What follows belongs to an exercise in optimizing a design on an open flow for small area and a short achievable clock period; a production flow would make more cautious choices.
Only simulation tests tie the RTL to the original design; equivalence was not proved.

$ cat flow/flow/run.sh
#!/bin/bash
# Own layout flow: the standard ORFS flow (standard.sh), with two changes:
#  - synthesis runs without Yosys's early "abc -fast" pass (SYNTH_ARGS=-noabc), so the full
#    adders that ORFS extracts from the RTL's explicit carry-save logic keep their polarity
#    (no inverter pairs around them); the final ABC mapping is unchanged;
#  - the port buffers that placement inserts are buf_1 cells rather than the default choice.
# Everything else (floorplan, power grid, taps, placement, CTS, routing) is standard.sh unchanged.
set -euo pipefail
export SYNTH_ARGS="-noabc"
export BUFFER_PORTS_ARGS="-buffer_cell sky130_fd_sc_hd__buf_1"
export CTS_ARGS="-sink_clustering_enable -repair_clock_nets -dont_use_dummy_load -buf_list sky130_fd_sc_hd__clkbuf_8"
bash standard.sh > standard_make.log 2>&1
$ cat flow/design.v
module aipp_coherent_phase_recovery (
    input wire clk_local_ref,
    input wire rst_n,
    input wire [127:0] optical_in,
    input wire lock_enable,
    output reg clk_omega_out,
    output reg phase_locked,
    output reg [15:0] phase_error
);
    reg [31:1] pa_r;
    reg [15:1] lf_r;
    reg pc16;
    wire [31:0] pa = {pa_r, 1'b0};
    wire [15:0] lf = {lf_r, 1'b0};
    wire [15:0] pe = phase_error;
    wire [15:0] opt = optical_in[15:0];
    wire [15:0] pa_hi_n = ~pa[31:16];
    wire pc16_n = ~pc16;
    wire [15:0] peg = pe & {16{lock_enable}};
    wire [15:0] lfg = lf & {16{lock_enable}};
    wire pc16g = pc16;
    wire t1 = lf[6] ^ pe[4];
    wire t2 = lf[6] & pe[4];
    wire t3 = lf[7] ^ pe[5] ^ pe[2];
    wire t4 = (lf[7] & pe[5]) | (lf[7] & pe[2]) | (pe[5] & pe[2]);
    wire t5 = lf[8] ^ pe[6] ^ pe[3];
    wire t6 = (lf[8] & pe[6]) | (lf[8] & pe[3]) | (pe[6] & pe[3]);
    wire t7 = lf[9] ^ pe[7] ^ pe[4];
    wire t8 = (lf[9] & pe[7]) | (lf[9] & pe[4]) | (pe[7] & pe[4]);
    wire t9 = lf[10] ^ pe[8] ^ pe[5];
    wire t10 = (lf[10] & pe[8]) | (lf[10] & pe[5]) | (pe[8] & pe[5]);
    wire t11 = lf[11] ^ pe[9] ^ pe[6];
    wire t12 = (lf[11] & pe[9]) | (lf[11] & pe[6]) | (pe[9] & pe[6]);
    wire t13 = lf[12] ^ pe[10] ^ pe[7];
    wire t14 = (lf[12] & pe[10]) | (lf[12] & pe[7]) | (pe[10] & pe[7]);
    wire t15 = lf[13] ^ pe[11] ^ pe[8];
    wire t16 = (lf[13] & pe[11]) | (lf[13] & pe[8]) | (pe[11] & pe[8]);
    wire t17 = lf[14] ^ pe[12] ^ pe[9];
    wire t18 = (lf[14] & pe[12]) | (lf[14] & pe[9]) | (pe[12] & pe[9]);
    wire t19 = lf[15] ^ pe[13] ^ pe[10];
    wire t20 = (lf[15] & pe[13]) | (lf[15] & pe[10]) | (pe[13] & pe[10]);
    wire t21 = pe[14] ^ pe[11];
    wire t22 = pe[14] & pe[11];
    wire t23 = pe[15] ^ pe[12];
    wire t24 = pe[15] & pe[12];
    wire t25 = lf[5] ^ pe[3];
    wire t26 = lf[5] & pe[3];
    wire t27 = pe[1] ^ pe[0] ^ t1;
    wire t28 = (pe[1] & pe[0]) | (pe[1] & t1) | (pe[0] & t1);
    wire t29 = pe[1] ^ t3 ^ t2;
    wire t30 = (pe[1] & t3) | (pe[1] & t2) | (t3 & t2);
    wire t31 = pe[2] ^ t5 ^ t4;
    wire t32 = (pe[2] & t5) | (pe[2] & t4) | (t5 & t4);
    wire t33 = pe[3] ^ t7 ^ t6;
    wire t34 = (pe[3] & t7) | (pe[3] & t6) | (t7 & t6);
    wire t35 = pe[4] ^ t9 ^ t8;
    wire t36 = (pe[4] & t9) | (pe[4] & t8) | (t9 & t8);
    wire t37 = pe[5] ^ t11 ^ t10;
    wire t38 = (pe[5] & t11) | (pe[5] & t10) | (t11 & t10);
    wire t39 = pe[6] ^ t13 ^ t12;
    wire t40 = (pe[6] & t13) | (pe[6] & t12) | (t13 & t12);
    wire t41 = pe[7] ^ t15 ^ t14;
    wire t42 = (pe[7] & t15) | (pe[7] & t14) | (t15 & t14);
    wire t43 = pe[8] ^ t17 ^ t16;
    wire t44 = (pe[8] & t17) | (pe[8] & t16) | (t17 & t16);
    wire t45 = pe[9] ^ t19 ^ t18;
    wire t46 = (pe[9] & t19) | (pe[9] & t18) | (t19 & t18);
    wire t47 = pe[10] ^ t21 ^ t20;
    wire t48 = (pe[10] & t21) | (pe[10] & t20) | (t21 & t20);
    wire t49 = pe[11] ^ t23 ^ t22;
    wire t50 = (pe[11] & t23) | (pe[11] & t22) | (t23 & t22);
    wire t51 = pe[13] ^ pe[12] ^ t24;
    wire t52 = (pe[13] & pe[12]) | (pe[13] & t24) | (pe[12] & t24);
    wire t53 = pe[14] ^ pe[13];
    wire t54 = pe[14] & pe[13];
    wire t55 = pe[15] ^ pe[14];
    wire t56 = pe[15] & pe[14];
    wire t57 = lf[1] & lock_enable;
    wire t58 = lf[2] & lock_enable;
    wire t59 = pe[0] & lock_enable;
    wire t60 = lf[3] & lock_enable;
    wire t61 = pe[1] & lock_enable;
    wire t62 = lf[4] & lock_enable;
    wire t63 = pe[2] & lock_enable;
    wire t64 = pe[0] & lock_enable;
    wire t65 = t25 & lock_enable;
    wire t66 = t27 & lock_enable;
    wire t67 = t26 & lock_enable;
    wire t68 = t29 & lock_enable;
    wire t69 = t28 & lock_enable;
    wire t70 = t31 & lock_enable;
    wire t71 = t30 & lock_enable;
    wire t72 = t33 & lock_enable;
    wire t73 = t32 & lock_enable;
    wire t74 = t35 & lock_enable;
    wire t75 = t34 & lock_enable;
    wire t76 = t37 & lock_enable;
    wire t77 = t36 & lock_enable;
    wire t78 = t39 & lock_enable;
    wire t79 = t38 & lock_enable;
    wire t80 = t41 & lock_enable;
    wire t81 = t40 & lock_enable;
    wire t82 = t43 & lock_enable;
    wire t83 = t42 & lock_enable;
    wire t84 = t45 & lock_enable;
    wire t85 = t44 & lock_enable;
    wire t86 = t47 & lock_enable;
    wire t87 = t46 & lock_enable;
    wire t88 = t49 & lock_enable;
    wire t89 = t48 & lock_enable;
    wire t90 = t51 & lock_enable;
    wire t91 = t50 & lock_enable;
    wire t92 = t53 & lock_enable;
    wire t93 = t52 & lock_enable;
    wire t94 = t55 & lock_enable;
    wire t95 = t54 & lock_enable;
    wire t96 = pe[15] & lock_enable;
    wire t97 = t56 & lock_enable;
    wire t98 = pa[16] ^ t86;
    wire t99 = pa[16] & t86;
    wire t100 = pa[17] ^ t88;
    wire t101 = pa[17] & t88;
    wire t102 = pa[18] ^ t90;
    wire t103 = pa[18] & t90;
    wire t104 = pa[19] ^ t92;
    wire t105 = pa[19] & t92;
    wire t106 = pa[20] ^ t94;
    wire t107 = pa[20] & t94;
    wire t108 = pa[21] ^ t96;
    wire t109 = pa[21] & t96;
    wire t110 = pa[2] ^ t58;
    wire t111 = pa[2] & t58;
    wire t112 = pa[3] ^ t60 ^ t61;
    wire t113 = (pa[3] & t60) | (pa[3] & t61) | (t60 & t61);
    wire t114 = pa[4] ^ t62 ^ t63;
    wire t115 = (pa[4] & t62) | (pa[4] & t63) | (t62 & t63);
    wire t116 = pa[5] ^ t64 ^ t65;
    wire t117 = (pa[5] & t64) | (pa[5] & t65) | (t64 & t65);
    wire t118 = pa[6] ^ t66 ^ t67;
    wire t119 = (pa[6] & t66) | (pa[6] & t67) | (t66 & t67);
    wire t120 = pa[7] ^ t68 ^ t69;
    wire t121 = (pa[7] & t68) | (pa[7] & t69) | (t68 & t69);
    wire t122 = pa[8] ^ t70 ^ t71;
    wire t123 = (pa[8] & t70) | (pa[8] & t71) | (t70 & t71);
    wire t124 = pa[9] ^ t72 ^ t73;
    wire t125 = (pa[9] & t72) | (pa[9] & t73) | (t72 & t73);
    wire t126 = pa[10] ^ t74 ^ t75;
    wire t127 = (pa[10] & t74) | (pa[10] & t75) | (t74 & t75);
    wire t128 = pa[11] ^ t76 ^ t77;
    wire t129 = (pa[11] & t76) | (pa[11] & t77) | (t76 & t77);
    wire t130 = pa[12] ^ t78 ^ t79;
    wire t131 = (pa[12] & t78) | (pa[12] & t79) | (t78 & t79);
    wire t132 = pa[13] ^ t80 ^ t81;
    wire t133 = (pa[13] & t80) | (pa[13] & t81) | (t80 & t81);
    wire t134 = pa[14] ^ t82 ^ t83;
    wire t135 = (pa[14] & t82) | (pa[14] & t83) | (t82 & t83);
    wire t136 = pa[15] ^ t84 ^ t85;
    wire t137 = (pa[15] & t84) | (pa[15] & t85) | (t84 & t85);
    wire t138 = t87 ^ pc16 ^ t98;
    wire t139 = (t87 & pc16) | (t87 & t98) | (pc16 & t98);
    wire t140 = t89 ^ t100 ^ t99;
    wire t141 = (t89 & t100) | (t89 & t99) | (t100 & t99);
    wire t142 = t91 ^ t102 ^ t101;
    wire t143 = (t91 & t102) | (t91 & t101) | (t102 & t101);
    wire t144 = t93 ^ t104 ^ t103;
    wire t145 = (t93 & t104) | (t93 & t103) | (t104 & t103);
    wire t146 = t95 ^ t106 ^ t105;
    wire t147 = (t95 & t106) | (t95 & t105) | (t106 & t105);
    wire t148 = t97 ^ t108 ^ t107;
    wire t149 = (t97 & t108) | (t97 & t107) | (t108 & t107);
    wire t150 = pa[22] ^ t109;
    wire t151 = pa[22] & t109;
    wire t152 = pa[1] ^ t57;
    wire t153 = pa[1] & t57;
    wire t154 = t59 ^ t110;
    wire t155 = t59 & t110;
    wire t156 = t112 ^ t111;
    wire t157 = t112 & t111;
    wire t158 = t114 ^ t113;
    wire t159 = t114 & t113;
    wire t160 = t116 ^ t115;
    wire t161 = t116 & t115;
    wire t162 = t118 ^ t117;
    wire t163 = t118 & t117;
    wire t164 = t120 ^ t119;
    wire t165 = t120 & t119;
    wire t166 = t122 ^ t121;
    wire t167 = t122 & t121;
    wire t168 = t124 ^ t123;
    wire t169 = t124 & t123;
    wire t170 = t126 ^ t125;
    wire t171 = t126 & t125;
    wire t172 = t128 ^ t127;
    wire t173 = t128 & t127;
    wire t174 = t130 ^ t129;
    wire t175 = t130 & t129;
    wire t176 = t132 ^ t131;
    wire t177 = t132 & t131;
    wire t178 = t134 ^ t133;
    wire t179 = t134 & t133;
    wire t180 = t136 ^ t135;
    wire t181 = t136 & t135;
    wire t182 = t155 | (t154 & t153);
    wire t183 = t154 & t152;
    wire t184 = t159 | (t158 & t157);
    wire t185 = t158 & t156;
    wire t186 = t163 | (t162 & t161);
    wire t187 = t162 & t160;
    wire t188 = t167 | (t166 & t165);
    wire t189 = t166 & t164;
    wire t190 = t171 | (t170 & t169);
    wire t191 = t170 & t168;
    wire t192 = t175 | (t174 & t173);
    wire t193 = t174 & t172;
    wire t194 = t179 | (t178 & t177);
    wire t195 = t178 & t176;
    wire t196 = t184 | (t185 & t182);
    wire t197 = t185 & t183;
    wire t198 = t188 | (t189 & t186);
    wire t199 = t189 & t187;
    wire t200 = t192 | (t193 & t190);
    wire t201 = t193 & t191;
    wire t202 = t198 | (t199 & t196);
    wire t203 = t199 & t197;
    wire t204 = t200 | (t201 & t202);
    wire t205 = t201 & t203;
    wire t206 = t186 | (t187 & t196);
    wire t207 = t187 & t197;
    wire t208 = t190 | (t191 & t202);
    wire t209 = t191 & t203;
    wire t210 = t194 | (t195 & t204);
    wire t211 = t195 & t205;
    wire t212 = t157 | (t156 & t182);
    wire t213 = t156 & t183;
    wire t214 = t161 | (t160 & t196);
    wire t215 = t160 & t197;
    wire t216 = t165 | (t164 & t206);
    wire t217 = t164 & t207;
    wire t218 = t169 | (t168 & t202);
    wire t219 = t168 & t203;
    wire t220 = t173 | (t172 & t208);
    wire t221 = t172 & t209;
    wire t222 = t177 | (t176 & t204);
    wire t223 = t176 & t205;
    wire t224 = t181 | (t180 & t210);
    wire t225 = t180 & t211;
    wire t226 = t154 ^ t153;
    wire t227 = t156 ^ t182;
    wire t228 = t158 ^ t212;
    wire t229 = t160 ^ t196;
    wire t230 = t162 ^ t214;
    wire t231 = t164 ^ t206;
    wire t232 = t166 ^ t216;
    wire t233 = t168 ^ t202;
    wire t234 = t170 ^ t218;
    wire t235 = t172 ^ t208;
    wire t236 = t174 ^ t220;
    wire t237 = t176 ^ t204;
    wire t238 = t178 ^ t222;
    wire t239 = t180 ^ t210;
    wire t240 = t138 ^ t137;
    wire t241 = t138 & t137;
    wire t242 = t140 ^ t139;
    wire t243 = t140 & t139;
    wire t244 = t142 ^ t141;
    wire t245 = t142 & t141;
    wire t246 = t144 ^ t143;
    wire t247 = t144 & t143;
    wire t248 = t146 ^ t145;
    wire t249 = t146 & t145;
    wire t250 = t148 ^ t147;
    wire t251 = t148 & t147;
    wire t252 = t150 ^ t149;
    wire t253 = t150 & t149;
    wire t254 = pa[23] ^ t151;
    wire t255 = pa[23] & t151;
    wire t256 = pa[24] ^ 1'b0;
    wire t257 = pa[24] & 1'b0;
    wire t258 = pa[25] ^ 1'b0;
    wire t259 = pa[25] & 1'b0;
    wire t260 = pa[26] ^ 1'b0;
    wire t261 = pa[26] & 1'b0;
    wire t262 = pa[27] ^ 1'b0;
    wire t263 = pa[27] & 1'b0;
    wire t264 = pa[28] ^ 1'b0;
    wire t265 = pa[28] & 1'b0;
    wire t266 = pa[29] ^ 1'b0;
    wire t267 = pa[29] & 1'b0;
    wire t268 = pa[30] ^ 1'b0;
    wire t269 = pa[30] & 1'b0;
    wire t270 = pa[31] ^ 1'b0;
    wire t271 = pa[31] & 1'b0;
    wire t272 = t243 | (t242 & t241);
    wire t273 = t242 & t240;
    wire t274 = t247 | (t246 & t245);
    wire t275 = t246 & t244;
    wire t276 = t251 | (t250 & t249);
    wire t277 = t250 & t248;
    wire t278 = t255 | (t254 & t253);
    wire t279 = t254 & t252;
    wire t280 = t259 | (t258 & t257);
    wire t281 = t258 & t256;
    wire t282 = t263 | (t262 & t261);
    wire t283 = t262 & t260;
    wire t284 = t267 | (t266 & t265);
    wire t285 = t266 & t264;
    wire t286 = t271 | (t270 & t269);
    wire t287 = t270 & t268;
    wire t288 = t274 | (t275 & t272);
    wire t289 = t275 & t273;
    wire t290 = t278 | (t279 & t276);
    wire t291 = t279 & t277;
    wire t292 = t282 | (t283 & t280);
    wire t293 = t283 & t281;
    wire t294 = t286 | (t287 & t284);
    wire t295 = t287 & t285;
    wire t296 = t290 | (t291 & t288);
    wire t297 = t291 & t289;
    wire t298 = t294 | (t295 & t292);
    wire t299 = t295 & t293;
    wire t300 = t298 | (t299 & t296);
    wire t301 = t299 & t297;
    wire t302 = t292 | (t293 & t296);
    wire t303 = t293 & t297;
    wire t304 = t276 | (t277 & t288);
    wire t305 = t277 & t289;
    wire t306 = t280 | (t281 & t296);
    wire t307 = t281 & t297;
    wire t308 = t284 | (t285 & t302);
    wire t309 = t285 & t303;
    wire t310 = t245 | (t244 & t272);
    wire t311 = t244 & t273;
    wire t312 = t249 | (t248 & t288);
    wire t313 = t248 & t289;
    wire t314 = t253 | (t252 & t304);
    wire t315 = t252 & t305;
    wire t316 = t257 | (t256 & t296);
    wire t317 = t256 & t297;
    wire t318 = t261 | (t260 & t306);
    wire t319 = t260 & t307;
    wire t320 = t265 | (t264 & t302);
    wire t321 = t264 & t303;
    wire t322 = t269 | (t268 & t308);
    wire t323 = t268 & t309;
    wire t324 = t242 ^ t241;
    wire t325 = t244 ^ t272;
    wire t326 = t246 ^ t310;
    wire t327 = t248 ^ t288;
    wire t328 = t250 ^ t312;
    wire t329 = t252 ^ t304;
    wire t330 = t254 ^ t314;
    wire t331 = t256 ^ t296;
    wire t332 = t258 ^ t316;
    wire t333 = t260 ^ t306;
    wire t334 = t262 ^ t318;
    wire t335 = t264 ^ t302;
    wire t336 = t266 ^ t320;
    wire t337 = t268 ^ t308;
    wire t338 = t270 ^ t322;
    wire t339 = lf[3] ^ peg[2];
    wire t340 = lf[3] & peg[2];
    wire t341 = lf[4] ^ peg[3] ^ peg[1];
    wire t342 = (lf[4] & peg[3]) | (lf[4] & peg[1]) | (peg[3] & peg[1]);
    wire t343 = lf[5] ^ peg[4] ^ peg[2];
    wire t344 = (lf[5] & peg[4]) | (lf[5] & peg[2]) | (peg[4] & peg[2]);
    wire t345 = lf[6] ^ peg[5] ^ peg[3];
    wire t346 = (lf[6] & peg[5]) | (lf[6] & peg[3]) | (peg[5] & peg[3]);
    wire t347 = lf[7] ^ peg[6] ^ peg[4];
    wire t348 = (lf[7] & peg[6]) | (lf[7] & peg[4]) | (peg[6] & peg[4]);
    wire t349 = lf[8] ^ peg[7] ^ peg[5];
    wire t350 = (lf[8] & peg[7]) | (lf[8] & peg[5]) | (peg[7] & peg[5]);
    wire t351 = lf[9] ^ peg[8] ^ peg[6];
    wire t352 = (lf[9] & peg[8]) | (lf[9] & peg[6]) | (peg[8] & peg[6]);
    wire t353 = lf[10] ^ peg[9] ^ peg[7];
    wire t354 = (lf[10] & peg[9]) | (lf[10] & peg[7]) | (peg[9] & peg[7]);
    wire t355 = lf[11] ^ peg[10] ^ peg[8];
    wire t356 = (lf[11] & peg[10]) | (lf[11] & peg[8]) | (peg[10] & peg[8]);
    wire t357 = lf[12] ^ peg[11] ^ peg[9];
    wire t358 = (lf[12] & peg[11]) | (lf[12] & peg[9]) | (peg[11] & peg[9]);
    wire t359 = lf[13] ^ peg[12] ^ peg[10];
    wire t360 = (lf[13] & peg[12]) | (lf[13] & peg[10]) | (peg[12] & peg[10]);
    wire t361 = lf[14] ^ peg[13] ^ peg[11];
    wire t362 = (lf[14] & peg[13]) | (lf[14] & peg[11]) | (peg[13] & peg[11]);
    wire t363 = lf[15] ^ peg[14] ^ peg[12];
    wire t364 = (lf[15] & peg[14]) | (lf[15] & peg[12]) | (peg[14] & peg[12]);
    wire t365 = lf[1] ^ peg[0];
    wire t366 = lf[1] & peg[0];
    wire t367 = lf[2] ^ peg[1];
    wire t368 = lf[2] & peg[1];
    wire t369 = peg[0] ^ t339;
    wire t370 = peg[0] & t339;
    wire t371 = t341 ^ t340;
    wire t372 = t341 & t340;
    wire t373 = t343 ^ t342;
    wire t374 = t343 & t342;
    wire t375 = t345 ^ t344;
    wire t376 = t345 & t344;
    wire t377 = t347 ^ t346;
    wire t378 = t347 & t346;
    wire t379 = t349 ^ t348;
    wire t380 = t349 & t348;
    wire t381 = t351 ^ t350;
    wire t382 = t351 & t350;
    wire t383 = t353 ^ t352;
    wire t384 = t353 & t352;
    wire t385 = t355 ^ t354;
    wire t386 = t355 & t354;
    wire t387 = t357 ^ t356;
    wire t388 = t357 & t356;
    wire t389 = t359 ^ t358;
    wire t390 = t359 & t358;
    wire t391 = t361 ^ t360;
    wire t392 = t361 & t360;
    wire t393 = t363 ^ t362;
    wire t394 = t363 & t362;
    wire t395 = t368 | (t367 & t366);
    wire t396 = t367 & t365;
    wire t397 = t372 | (t371 & t370);
    wire t398 = t371 & t369;
    wire t399 = t376 | (t375 & t374);
    wire t400 = t375 & t373;
    wire t401 = t380 | (t379 & t378);
    wire t402 = t379 & t377;
    wire t403 = t384 | (t383 & t382);
    wire t404 = t383 & t381;
    wire t405 = t388 | (t387 & t386);
    wire t406 = t387 & t385;
    wire t407 = t392 | (t391 & t390);
    wire t408 = t391 & t389;
    wire t409 = t397 | (t398 & t395);
    wire t410 = t398 & t396;
    wire t411 = t401 | (t402 & t399);
    wire t412 = t402 & t400;
    wire t413 = t405 | (t406 & t403);
    wire t414 = t406 & t404;
    wire t415 = t411 | (t412 & t409);
    wire t416 = t412 & t410;
    wire t417 = t413 | (t414 & t415);
    wire t418 = t414 & t416;
    wire t419 = t399 | (t400 & t409);
    wire t420 = t400 & t410;
    wire t421 = t403 | (t404 & t415);
    wire t422 = t404 & t416;
    wire t423 = t407 | (t408 & t417);
    wire t424 = t408 & t418;
    wire t425 = t370 | (t369 & t395);
    wire t426 = t369 & t396;
    wire t427 = t374 | (t373 & t409);
    wire t428 = t373 & t410;
    wire t429 = t378 | (t377 & t419);
    wire t430 = t377 & t420;
    wire t431 = t382 | (t381 & t415);
    wire t432 = t381 & t416;
    wire t433 = t386 | (t385 & t421);
    wire t434 = t385 & t422;
    wire t435 = t390 | (t389 & t417);
    wire t436 = t389 & t418;
    wire t437 = t394 | (t393 & t423);
    wire t438 = t393 & t424;
    wire t439 = t367 ^ t366;
    wire t440 = t369 ^ t395;
    wire t441 = t371 ^ t425;
    wire t442 = t373 ^ t409;
    wire t443 = t375 ^ t427;
    wire t444 = t377 ^ t419;
    wire t445 = t379 ^ t429;
    wire t446 = t381 ^ t415;
    wire t447 = t383 ^ t431;
    wire t448 = t385 ^ t421;
    wire t449 = t387 ^ t433;
    wire t450 = t389 ^ t417;
    wire t451 = t391 ^ t435;
    wire t452 = t393 ^ t423;
    wire t453 = opt[0] ^ pa_hi_n[0];
    wire t454 = opt[0] & pa_hi_n[0];
    wire t455 = opt[1] ^ pa_hi_n[1];
    wire t456 = opt[1] & pa_hi_n[1];
    wire t457 = opt[2] ^ pa_hi_n[2];
    wire t458 = opt[2] & pa_hi_n[2];
    wire t459 = opt[3] ^ pa_hi_n[3];
    wire t460 = opt[3] & pa_hi_n[3];
    wire t461 = opt[4] ^ pa_hi_n[4];
    wire t462 = opt[4] & pa_hi_n[4];
    wire t463 = opt[5] ^ pa_hi_n[5];
    wire t464 = opt[5] & pa_hi_n[5];
    wire t465 = opt[6] ^ pa_hi_n[6];
    wire t466 = opt[6] & pa_hi_n[6];
    wire t467 = opt[7] ^ pa_hi_n[7];
    wire t468 = opt[7] & pa_hi_n[7];
    wire t469 = opt[8] ^ pa_hi_n[8];
    wire t470 = opt[8] & pa_hi_n[8];
    wire t471 = opt[9] ^ pa_hi_n[9];
    wire t472 = opt[9] & pa_hi_n[9];
    wire t473 = opt[10] ^ pa_hi_n[10];
    wire t474 = opt[10] & pa_hi_n[10];
    wire t475 = opt[11] ^ pa_hi_n[11];
    wire t476 = opt[11] & pa_hi_n[11];
    wire t477 = opt[12] ^ pa_hi_n[12];
    wire t478 = opt[12] & pa_hi_n[12];
    wire t479 = opt[13] ^ pa_hi_n[13];
    wire t480 = opt[13] & pa_hi_n[13];
    wire t481 = opt[14] ^ pa_hi_n[14];
    wire t482 = opt[14] & pa_hi_n[14];
    wire t483 = opt[15] ^ pa_hi_n[15];
    wire t484 = opt[15] & pa_hi_n[15];
    wire t485 = t454 | (t453 & pc16_n);
    wire t486 = t456 | (t455 & t485);
    wire t487 = t455 & t453;
    wire t488 = t460 | (t459 & t458);
    wire t489 = t459 & t457;
    wire t490 = t464 | (t463 & t462);
    wire t491 = t463 & t461;
    wire t492 = t468 | (t467 & t466);
    wire t493 = t467 & t465;
    wire t494 = t472 | (t471 & t470);
    wire t495 = t471 & t469;
    wire t496 = t476 | (t475 & t474);
    wire t497 = t475 & t473;
    wire t498 = t480 | (t479 & t478);
    wire t499 = t479 & t477;
    wire t500 = t484 | (t483 & t482);
    wire t501 = t483 & t481;
    wire t502 = t488 | (t489 & t486);
    wire t503 = t489 & t487;
    wire t504 = t492 | (t493 & t490);
    wire t505 = t493 & t491;
    wire t506 = t496 | (t497 & t494);
    wire t507 = t497 & t495;
    wire t508 = t500 | (t501 & t498);
    wire t509 = t501 & t499;
    wire t510 = t504 | (t505 & t502);
    wire t511 = t505 & t503;
    wire t512 = t508 | (t509 & t506);
    wire t513 = t509 & t507;
    wire t514 = t512 | (t513 & t510);
    wire t515 = t513 & t511;
    wire t516 = t506 | (t507 & t510);
    wire t517 = t507 & t511;
    wire t518 = t490 | (t491 & t502);
    wire t519 = t491 & t503;
    wire t520 = t494 | (t495 & t510);
    wire t521 = t495 & t511;
    wire t522 = t498 | (t499 & t516);
    wire t523 = t499 & t517;
    wire t524 = t458 | (t457 & t486);
    wire t525 = t457 & t487;
    wire t526 = t462 | (t461 & t502);
    wire t527 = t461 & t503;
    wire t528 = t466 | (t465 & t518);
    wire t529 = t465 & t519;
    wire t530 = t470 | (t469 & t510);
    wire t531 = t469 & t511;
    wire t532 = t474 | (t473 & t520);
    wire t533 = t473 & t521;
    wire t534 = t478 | (t477 & t516);
    wire t535 = t477 & t517;
    wire t536 = t482 | (t481 & t522);
    wire t537 = t481 & t523;
    wire t538 = t453 ^ pc16_n;
    wire t539 = t455 ^ t485;
    wire t540 = t457 ^ t486;
    wire t541 = t459 ^ t524;
    wire t542 = t461 ^ t502;
    wire t543 = t463 ^ t526;
    wire t544 = t465 ^ t518;
    wire t545 = t467 ^ t528;
    wire t546 = t469 ^ t510;
    wire t547 = t471 ^ t530;
    wire t548 = t473 ^ t520;
    wire t549 = t475 ^ t532;
    wire t550 = t477 ^ t516;
    wire t551 = t479 ^ t534;
    wire t552 = t481 ^ t522;
    wire t553 = t483 ^ t536;
    wire [31:1] pa_d = {t338, t337, t336, t335, t334, t333, t332, t331, t330, t329, t328, t327, t326, t325, t324, t240, t239, t238, t237, t236, t235, t234, t233, t232, t231, t230, t229, t228, t227, t226, t152};
    wire [15:1] lf_d = {t452, t451, t450, t449, t448, t447, t446, t445, t444, t443, t442, t441, t440, t439, t365};
    wire pc16_d = t224;
    wire [15:0] pe_d = {t553, t552, t551, t550, t549, t548, t547, t546, t545, t544, t543, t542, t541, t540, t539, t538};
    wire pa31 = pa[31] ^ (pc16 & (&pa[30:16]));
    always @(posedge clk_local_ref or negedge rst_n) begin
        if (!rst_n) begin
            pa_r <= 31'b0; lf_r <= 15'b0; pc16 <= 1'b0;
        end else begin
            pa_r <= pa_d; lf_r <= lf_d; pc16 <= pc16_d;
        end
    end
    always @(posedge clk_local_ref or negedge rst_n) begin
        if (!rst_n) begin
            clk_omega_out <= 1'b0; phase_locked <= 1'b0; phase_error <= 16'b0;
        end else if (lock_enable) begin
            phase_error <= pe_d;
            clk_omega_out <= pa31;
            phase_locked <= (pe < 16'd50);
        end
    end
endmodule
$ cat flow/constraint.sdc
create_clock -name core_clock -period 5.5 [get_ports {clk_local_ref}]
set_input_delay 1.1000 -clock core_clock [delete_from_list [all_inputs] [get_ports {clk_local_ref}]]
set_output_delay 1.1000 -clock core_clock [all_outputs]
set_load 0.01 [all_outputs]
$ cat flow/config.mk
export PLATFORM = sky130hd
export DESIGN_NAME = aipp_coherent_phase_recovery
export DESIGN_NICKNAME = aipp_coherent_phase_recovery
export VERILOG_FILES = /design/flow/design.v
export SDC_FILE = /design/flow/constraint.sdc
export NUM_CORES = 4
export LEC_CHECK = 0
export CAP_MARGIN = 20
export CORE_MARGIN = 2
export CORE_UTILIZATION = 40
export PLACE_DENSITY = 0.6
export SETUP_SLACK_MARGIN = 1.0
export SLEW_MARGIN = 20
$ cat flow/standard.sh
#!/bin/bash
# synth_recipe.tcl (not shown) runs the flow's synth.tcl, then flattens the netlist and writes it again
# the make line also repeats each setting of config.mk as NAME=value (left out here)
make -C /OpenROAD-flow-scripts/flow DESIGN_CONFIG=/design/flow/config.mk WORK_HOME=/design/flow/orfs CLKGATE_MAP_FILE= SYNTH_SCRIPT=/design/flow/synth_recipe.tcl "${@:-finish}"
==> impl_metrics.tcl, run 1 <==
set metrics [dict create \
    status "timing/DRC/antenna clean" \
    fin_crit_sh 0.7956 \
    htreeDepth 3 \
    antenna_found_initial 0 \
    r2r_end "pa_r[27]" \
    io_buffer_count 36 \
    drt_iter0_markers 100 \
    worstSetupEndpointType "flip-flop" \
    hold_viol_final 0 \
    vias 3363 \
    dr.max_layer_used "met4" \
    clk_path_buf_depth 2 \
    netlist_area_sq_mm 0.005572 \
    ant_nets 0 \
    relSlewSlack 0.5651 \
    ctsHoldBuffers 0 \
    nFillCells 1313 \
    maxSlewViolCount 0 \
    ys_ff_latch 65 \
    synthFlopType "dfrtp_1" \
    async_flop_share 1.000 \
    crit_chain "fa_2, fa_1, and2_1, ha_1, fa_1, ha_1, fa_1, a21o_1, a21o_1, a21oi_1, nor2b_1, o41ai_4, buf_4, nor2_1, ha_1, xor2_1" \
    min_from "pa_r[1]" \
    grt_start_max_net_pins 41 \
    r2r_slack_ns 1.12 \
    grt_usage 0.1657 \
    cap_violations 0 \
    worst_pin_slew_ns 0.6524 \
    rsz0062_at_grt "true" \
    drt-vias-per-instance 4.997 \
    hold_path_end "pa_r[1]" \
    grt_overflow 0 \
    final.setup.tns_ns 0 \
    startpoint "phase_error[10]" \
    wl_met1_microns 4542 \
    r2r_cells 16 \
    arrival_ns 4.61 \
    period_needed_ns 4.376 \
    ios 149 \
    clk_pin_slew_ns 0.07 \
    hp-class "reg2reg" \
    synth.avg_cell_area_sq_um 12.44 \
    crit_fanout 4 \
    crit_path_start_kind "flip-flop" \
    routed_wl_microns 10900 \
    rows 43 \
    fin_util 0.4452 \
    clock_latency_ns 0.34 \
    cts_tree "yes" \
    crit_type "reg2reg" \
    r2r_start "phase_error[10]" \
    diodes 0 \
    ys_warn_count 1 \
    hpwl_microns 8771 \
    cp.required_ns 5.73 \
    die_h_microns 122.0 \
    wl_met2_microns 5858 \
    start_util 0.4061 \
    fmax_mhz 228.5 \
    cts_root_buffer "clkbuf_8" \
    wl_per_cell_microns 16.20 \
    synth_edf_count 0 \
    fp.coreArea_sq_mm 0.01372 \
    grt_pass1_vias 3861 \
    areaGrowthSynthToFinish_pct 9.634 \
    gp_congestion 0.7945 \
    layout.nets 774 \
    syn_inst 448 \
    drive_gt1_frac 0.06288 \
    grt_pass1_wl_microns 18950 \
    cpPeakStageDelay_ns 0.47 \
    wl_met3_microns 379 \
    die_x_microns 122.0 \
    crit_slowest_cell "fa_1" \
    min_path_cells 1 \
    cts_buffers 9 \
    report.final.setup_viol 0 \
    ys_seq_area_frac 0.2919 \
    syn-num-nets 727 \
    drtPass1Iterations 4 \
    clkSinkCount 65 \
    ys_types 40 \
    die-area_sq_mm 0.01489 \
    skew_ns 0.01562 \
    drc 0 \
]
-- synth_stat cells (3+ instances only) --
cell type  count  area share
fa_1          80        0.29
nor2b_1        4      0.0045
nor2_1        11      0.0074
o21ai_1       10      0.0090
nand4_1        3      0.0034
and2_1        51       0.057
nand2_1       11      0.0074
ha_1          68        0.15
mux2_1         5       0.010
o21ai_0        3      0.0027
clkbuf_1       7      0.0047
o21a_1         4      0.0054
inv_1         31       0.021
xor2_1        20       0.031
dfrtp_1       65        0.29
a21o_1        11       0.015
nor3_1         3      0.0027
nand2b_1       5      0.0056
a21oi_1       15       0.013
xnor2_1       12       0.019
mux2i_1        5      0.0090
-- metrics by stage --
stage               cells  hold slack [ns]  area (sq um)  setup WS, ns
floorplan             448           0.4557          5573         1.039
detailed placement    662           0.4721          5949        0.7316
global route          673           0.5076          6108        0.9535
CTS                   673           0.4847          6101         1.055
global placement      662           0.4643          5949        0.7992
finish                673           0.4796          6108         1.124
-- layer usage --
layer,track usage,up-vias
met5,0,-
met4,0.03879,0
met3,0.03839,11
met2,0.2982,48
met1,0.2011,1728
li1,-,1576
-- cell type report --
cell class | instances | area [sq um] | share of cell area
Clock buffer | 9 | 123.9 | 0.02028
Inverter | 33 | 123.9 | 0.02028
Multi-Input combinational cell | 342 | 3805 | 0.6229
Sequential cell | 65 | 1629 | 0.2667
Tap cell | 180 | 225.2 | 0.03687
Timing Repair Buffer | 44 | 201.4 | 0.03298
-- worst max-delay path, delay by kind of cell (launching register included) --
family,cells,cell delay [ns]
and+or+nand+nor,3,0.32
AOI/OAI and AO/OA,4,0.82
xor gates and xnor gates,1,0.15
DFF,1,0.41
adders and majority gates,7,2.40
buffers and inverters,1,0.19
-- cells by family after synthesis --
| kind of cell | synth area share |
|---|---|
| muxes | 0.01909 |
| xor gates and xnor gates | 0.05030 |
| AOI/OAI and AO/OA | 0.06625 |
| and+or+nand+nor | 0.1046 |
| adders and majority gates | 0.4402 |
| buffers and inverters | 0.02762 |
| DFF | 0.2919 |
-- registers in the layout, summed over array words and instances, names as in the netlist --
name	flops
pa_r	31
phase_error	16
lf_r	15
clk_omega_out	1
pc16	1
phase_locked	1
-- repair_timing --
| action | CTS | global route |
|---|---|---|
| endpoints found under the setup margin | 8 | 5 |
| hold endpoints to repair | 0 | 0 |
| gates resized for setup | 2 | 4 |
| gates cloned | 0 | 0 |
| pin swaps | 1 | 0 |
| setup buffers | 2 | 0 |
-- placed cells by master, fill, tap and decap left out, types with 2 or more instances in the layout --
master / synthesis / routed
nor3_1: 3 / 3
o41ai_1: 2 / 2
nor2b_1: 4 / 4
dfrtp_2: 0 / 2
a21oi_1: 15 / 15
mux2i_1: 5 / 5
dfrtp_1: 65 / 63
buf_1: 1 / 34
nand2b_1: 5 / 5
o21ai_0: 3 / 3
clkbuf_8: 0 / 9
o21ai_1: 10 / 10
buf_4: 0 / 7
inv_2: 2 / 2
inv_1: 31 / 31
a21o_1: 11 / 11
nand2_1: 11 / 11
o211ai_1: 2 / 2
xnor2_1: 12 / 12
o31a_1: 2 / 2
fa_1: 80 / 79
nand4_1: 3 / 3
buf_2: 0 / 2
mux2_1: 5 / 5
or2_1: 2 / 2
xor2_1: 20 / 20
ha_1: 68 / 68
o21a_1: 4 / 4
and2_1: 51 / 51
nor2_1: 11 / 11
-- worst max-delay path by stage --
stage                          end  slack, ns  depth (start not counted)
after floorplan           pa_r[15]       1.04                         12
after detailed placement  pa_r[29]       0.73                         14
final                     pa_r[27]       1.12                         16
after global routing      pa_r[15]       0.95                         12
after global placement    pa_r[29]       0.80                         14
after CTS                 pa_r[29]       1.05                         16
==> inputs of run 2 (changes only) <==
--- a/flow/flow/run.sh
+++ b/flow/flow/run.sh
@@ -8,5 +8,5 @@
 set -euo pipefail
 export SYNTH_ARGS="-noabc"
 export BUFFER_PORTS_ARGS="-buffer_cell sky130_fd_sc_hd__buf_1"
-export CTS_ARGS="-sink_clustering_enable -repair_clock_nets -dont_use_dummy_load -buf_list sky130_fd_sc_hd__clkbuf_8"
+export CTS_ARGS="-sink_clustering_enable -repair_clock_nets -dont_use_dummy_load -buf_list sky130_fd_sc_hd__clkbuf_4"
 bash standard.sh > standard_make.log 2>&1
==> run 2 against run 1 <==
  * Still clean on timing, DRC and antenna
  * Register-to-register slack barely moved
  * Critical path depth is the same
  * Critical path type unchanged
==> impl_metrics.tcl, run 2 <==
set metrics [dict create \
    status "timing/DRC/antenna clean" \
    grt_pass1_wl_microns 18890 \
    placed_area_sq_mm 0.005949 \
    synth.avg_cell_area_sq_um 12.44 \
    netlist_area_sq_mm 0.005572 \
    layout.nets 774 \
    crit_chain "fa_2, fa_1, and2_1, ha_1, fa_1, ha_1, fa_1, a21o_1, a21o_1, a21oi_1, nor2b_1, o41ai_4, buf_4, nor2_1, ha_1, xor2_1" \
    synth_edf_count 0 \
    async_flop_share 1.000 \
    ys_ff_latch 65 \
    io_buffer_count 36 \
    grt_pass1_vias 3830 \
    preCtsSetupSlack_ns 0.7316 \
    cap_violations 0 \
    grt_start_max_net_pins 41 \
    path_delay_family "adder cells" \
    r2r_cells 16 \
    antenna_found_initial 0 \
    ios 149 \
    diodes 0 \
    crit_slowest_cell "fa_1" \
    die_h_microns 122.0 \
    cts_tree "yes" \
    die_x_microns 122.0 \
    regMostFlops "pa_r" \
    drc 0 \
    largest_reg_flops 31 \
    synth_top_area_frac 0.2919 \
    final.setup.tns_ns 0 \
    clkSinkCount 65 \
    clock_latency_ns 0.42 \
    hold_viol_final 0 \
    mostFrequentLayoutCells "fa_1, ha_1, dfrtp_1" \
    htreeDepth 3 \
    routed_wl_microns 10900 \
    placedCellCount 662 \
    fin_crit_sh 0.7946 \
    worstSetupEndpointType "flip-flop" \
    grt_overflow 0 \
    top_regs "pa_r (31), phase_error (16), lf_r (15)" \
    ant_nets 0 \
    die-area_sq_mm 0.01489 \
    ctsHoldBuffers 0 \
    clk_path_buf_depth 2 \
    crit_path_start_kind "flip-flop" \
    drt_iter0_markers 105 \
    ys_seq_area_frac 0.2919 \
    relSlewSlack 0.5693 \
    synth.most_common_cell "fa_1" \
    crit_cells 16 \
    cts_buffers 9 \
    drive_gt1_frac 0.06288 \
    cts_root_buffer "clkbuf_4" \
    report.final.setup_viol 0 \
    worst_pin_slew_ns 0.6460 \
    vias 3377 \
    synthTopCellsByCount "fa_1, ha_1, dfrtp_1, and2_1, inv_1" \
    clk_pin_slew_ns 0.11 \
    fin_cells 673 \
    fmax_mhz 228.8 \
    synthFlopType "dfrtp_1" \
    skew_ns 0.02903 \
    drtPass1Iterations 4 \
    crit_fanout 4 \
    hp-class "reg2reg" \
    crit_buf_inv 1 \
    cpPeakStageDelay_ns 0.46 \
    grt_usage 0.1655 \
    setup_slack_ns 1.130 \
    syn_inst 448 \
    drt-vias-per-instance 5.018 \
    hpwl_microns 8771 \
    start_util 0.4061 \
    rows 43 \
    synthTopCellsByArea "dfrtp_1, fa_1, ha_1" \
    ys_types 40 \
    period_needed_ns 4.370 \
    yosysTopAreaCell "dfrtp_1" \
    ys_warn_count 1 \
    maxSlewViolCount 0 \
    min_path_cells 1 \
    crit_type "reg2reg" \
    arrival_ns 4.68 \
    fp.coreArea_sq_mm 0.01372 \
    rsz0062_at_grt "false" \
    areaGrowthSynthToFinish_pct 8.556 \
    stdcell_area_sq_mm 0.006048 \
    syn-num-nets 727 \
    gp_congestion 0.7945 \
    wl_per_cell_microns 16.20 \
    cp.required_ns 5.81 \
    final_common_cell "fa_1" \
]
run 2: cell counts after synthesis:
Identical to the previous run, type by type.
run 2: final timing paths:
kind	startpoint	to	slack [ns]
min in group asynchronous	rst_n	lf_r[8]	0.69
max reg2reg	phase_error[10]	pa_r[27]	1.13
max	phase_error[10]	pa_r[27]	1.13
min reg2reg	pa_r[1]	pa_r[1]	0.49
min	pa_r[1]	pa_r[1]	0.49
max in group asynchronous	rst_n	phase_error[13]	3.78
run 2: kinds of logic after synthesis:
| kind of cell | count (synthesis) | synth area share |
|---|---|---|
| and+or+nand+nor | 97 | 0.1046 |
| AOI/OAI and AO/OA | 55 | 0.06625 |
| muxes | 10 | 0.01909 |
| adders and majority gates | 148 | 0.4402 |
| buffers and inverters | 41 | 0.02762 |
| xor gates and xnor gates | 32 | 0.05030 |
| DFF | 65 | 0.2919 |
run 2: layer usage:
| layer | wire length (microns) | vias up | track usage |
|---|---|---|---|
| li1 | - | 1578 | - |
| met4 | 68 | 0 | 0.03664 |
| met3 | 343 | 7 | 0.03933 |
| met2 | 5863 | 41 | 0.2968 |
| met5 | 0 | - | 0 |
| met1 | 4625 | 1751 | 0.2020 |
run 2: layout make-up:
type,count,area (sq um)
clock buffer,9,67.56
multi-input combinational,342,3805
timing repair buffer,44,197.7
tap,180,225.2
sequential,65,1629
fill,1311,7671
inverter,33,123.9
run 2: repair_timing:
item,in CTS,in global routing
pin swaps,1,0
setup endpoints to repair,8,4
hold endpoints to repair,0,0
gates resized for setup,2,2
buffers inserted,2,0
run 2: through the flow:
step	hold slack, ns	utilization
3_5_place_dp	0.4721	0.4337
4_1_cts	0.4909	0.4406
3_3_place_gp	0.4643	0.4337
5_1_grt	0.5137	0.4409
2_1_floorplan	0.4557	-
6_report	0.4860	0.4409
run 2: worst reg2reg max path, delay by kind of cell (launching register included):
kind	cells	cell delay (ns)
buffers and inverters	1	0.19
flip-flops	1	0.42
AO/OA/AOI/OAI	4	0.82
adder cells (fa/ha/maj)	7	2.39
AND/OR/NAND/NOR	3	0.32
XOR/XNOR	1	0.15

[re-timing with driven ports]
The results above use ideal ports. As a check the final layouts listed here were re-extracted and re-timed, cells and wires unchanged.
Step 1 (the two cells are an assumption about what drives the block):
set clk [get_ports {clk_local_ref}]
set_driving_cell -lib_cell sky130_fd_sc_hd__clkbuf_16 $clk
set_driving_cell -lib_cell sky130_fd_sc_hd__buf_2 [delete_from_list [all_inputs] $clk]
Step 2 adds t to the input delays and takes it off the output delays; t is the mean of the earliest and latest rising clock arrival at the registers after step 1. Input paths then give back, and output paths get back, about the clock's delay inside the block.
Three values: ideal, step 1, step 2; two values: the first two.
| run | shift t [ns] | setup slack, ns | hold slack, ns | worst setup path after step 2 | clock arrival spread, ns |
|---|---|---|---|---|---|
| run 1 | 0.369 | 1.124 / 1.124 / 0.876 | 0.480 / 0.480 / 0.480 | input to register | 0.015 / 0.016 |
| run 2 | 0.433 | 1.130 / 1.130 / 0.795 | 0.486 / 0.486 / 0.486 | input to register | 0.029 / 0.029 |
After both steps setup and hold are still met in every run listed. The setup slack of run 2, which loses most, moves by 0.000 ns with the drivers and by -0.335 ns with both steps.
